Context: an optimization exercise on an open-source flow, tuned for small area, a short achievable clock period and few clock cycles. The choices shown serve that exercise and are no tape-out recipe. Function was checked by simulation only, so behaviour that the tests miss may differ from the original. No activity file was given, so power comes from the tool's default toggle rates.

==> run D <==
// std_fp_smult_pipe
module std_fp_smult_pipe #(
    parameter WIDTH = 32,
    parameter INT_WIDTH = 16,
    parameter FRAC_WIDTH = 16
) (
    input  [WIDTH-1:0]              left,
    input  [WIDTH-1:0]              right,
    input  logic                    reset,
    input  logic                    go,
    input  logic                    clk,
    output logic [WIDTH-1:0]        out,
    output logic                    done
);
Settings: LEC_CHECK=0, CAP_MARGIN=20, CORE_MARGIN=2, CORE_UTILIZATION=40, CTS_BUF_LIST=sky130_fd_sc_hd__clkbuf_8, CTS_CLUSTER_SIZE=30, SETUP_SLACK_MARGIN=2.5, SLEW_MARGIN=20, SYNTH_HIERARCHICAL=1; clock period 7.5 ns.
standard.sh (not shown) runs the stock make flow with config.mk's settings and CLKGATE_MAP_FILE= SYNTH_SCRIPT=/design/flow/synth_recipe.tcl, a recipe that flattens the netlist after the stock synthesis.
==> flow/flow/run.sh <==
#!/bin/bash
# Layout flow: the standard ORFS flow (standard.sh, unchanged synthesis),
# with extra ORFS variables from flow/extra.env (port buffer cell choice and
# timing-repair options). Each tool's full output is in orfs/logs/...; the
# make output is in standard.log.
set -euo pipefail
here=$(pwd)
set -a
source "$here/flow/extra.env"
set +a
bash "$here/standard.sh" > "$here/standard.log" 2>&1
==> flow/flow/extra.env <==
BUFFER_PORTS_ARGS="-buffer_cell sky130_fd_sc_hd__buf_4"
==> run F: changes against run D <==
==> flow/flow/extra.env (replaced) <==
BUFFER_PORTS_ARGS="-buffer_cell sky130_fd_sc_hd__buf_4"
SETUP_MOVE_SEQUENCE="unbuffer,sizeup,swap,vt_swap"
--- a/flow/config.mk
+++ b/flow/config.mk
@@ -9,7 +9,5 @@
 export CORE_MARGIN = 2
 export CORE_UTILIZATION = 40
-export CTS_BUF_LIST = sky130_fd_sc_hd__clkbuf_8
-export CTS_CLUSTER_SIZE = 30
-export SETUP_SLACK_MARGIN = 2.5
+export SETUP_SLACK_MARGIN = 3.0
 export SLEW_MARGIN = 20
 export SYNTH_HIERARCHICAL = 1
==> run B: changes against run D <==
==> flow/flow/extra.env (replaced) <==
BUFFER_PORTS_ARGS="-buffer_cell sky130_fd_sc_hd__buf_2"
--- a/flow/config.mk
+++ b/flow/config.mk
@@ -8,7 +8,5 @@
 export CAP_MARGIN = 20
 export CORE_MARGIN = 2
-export CORE_UTILIZATION = 40
-export CTS_BUF_LIST = sky130_fd_sc_hd__clkbuf_8
-export CTS_CLUSTER_SIZE = 30
+export CORE_UTILIZATION = 55
 export SETUP_SLACK_MARGIN = 2.5
 export SLEW_MARGIN = 20
==> run R: changes against run D <==
--- a/flow/config.mk
+++ b/flow/config.mk
@@ -9,6 +9,5 @@
 export CORE_MARGIN = 2
 export CORE_UTILIZATION = 40
-export CTS_BUF_LIST = sky130_fd_sc_hd__clkbuf_8
-export CTS_CLUSTER_SIZE = 30
+export PLACE_DENSITY = 0.8
 export SETUP_SLACK_MARGIN = 2.5
 export SLEW_MARGIN = 20
==> comparison table <==
Weighted congestion reported at the end of routability-driven placement: run D 0.887; run R 0.955; run B 0.932; run F 0.897
Amount of wire on met2 after detailed routing: run D 31700 µm; run R 30800 µm; run B 31500 µm; run F 31300 µm
Total Routed Length: run D 68200 µm; run R 66900 µm; run B 72700 µm; run F 66800 µm
Clock-pin slew on the worst setup and hold paths: run D 80 ps; run R 60 ps; run B 70 ps; run F 90 ps
Number of gates given a new drive strength after cts: run D 41; run R 41; run B 53; run F 151
Result of the run: run D no timing/DRC/antenna violations; run R no timing/DRC/antenna violations; run B no timing/DRC/antenna violations; run F no timing/DRC/antenna violations
Met1 Wirelength: run D 28700 µm; run R 25000 µm; run B 29900 µm; run F 28100 µm
Global-route wire length before repair: run D 104000 µm; run R 102000 µm; run B 107000 µm; run F 102000 µm
Final instance area: run D 23000 µm²; run R 23200 µm²; run B 23000 µm²; run F 23600 µm²
Origin of the worst setup path: run D right[21]; run R right[23]; run B left[5]; run F right[3]
Crit path required time: run D 7810 ps; run R 7740 ps; run B 7770 ps; run F 7790 ps
Relative contribution of the clock network to total power: run D 3.3%; run R 4.3%; run B 4.5%; run F 4.2%
Maximum net fanout on the critical path: run D 37; run R 33; run B 16; run F 40
Testbench counts of run D, summed over its fixed seeds: cycles 4,008.
Testbench counts of run F, summed over its fixed seeds: cycles 4,008.
Testbench counts of run B, summed over its fixed seeds: cycles 4,008.
Testbench counts of run R, summed over its fixed seeds: cycles 4,008.

re-timing with driven ports:
No port has a modelled driver above. Below, the same layouts with a new extraction and two added sets of constraints. Step 1: set_driving_cell puts a clkbuf_16 on clk and a buf_2 on each other input, an assumption about the parent block. Step 2 adds t to the input delays and takes it off the output delays; t is the mean of the earliest and latest rising clock arrival at the registers after step 1. Input paths then give back, and output paths get back, about the clock's delay inside the block. a / b / c = ideal ports / drivers / drivers and shift; a / b = the first two.
run | shift t [ns] | slack for setup (ns) | worst setup path at the end
run D | 0.490 | 2.515 / 2.482 / 2.015 | input to register
run F | 0.443 | 2.383 / 2.336 / 1.893 | input to register
run B | 0.431 | 2.498 / 2.449 / 2.101 | input to register
run R | 0.423 | 2.526 / 2.420 / 1.997 | input to register
After both steps setup and hold are still met in every run listed. For run R, which loses most, drivers alone change the setup slack by -0.106 ns; drivers and shift together by -0.529 ns.
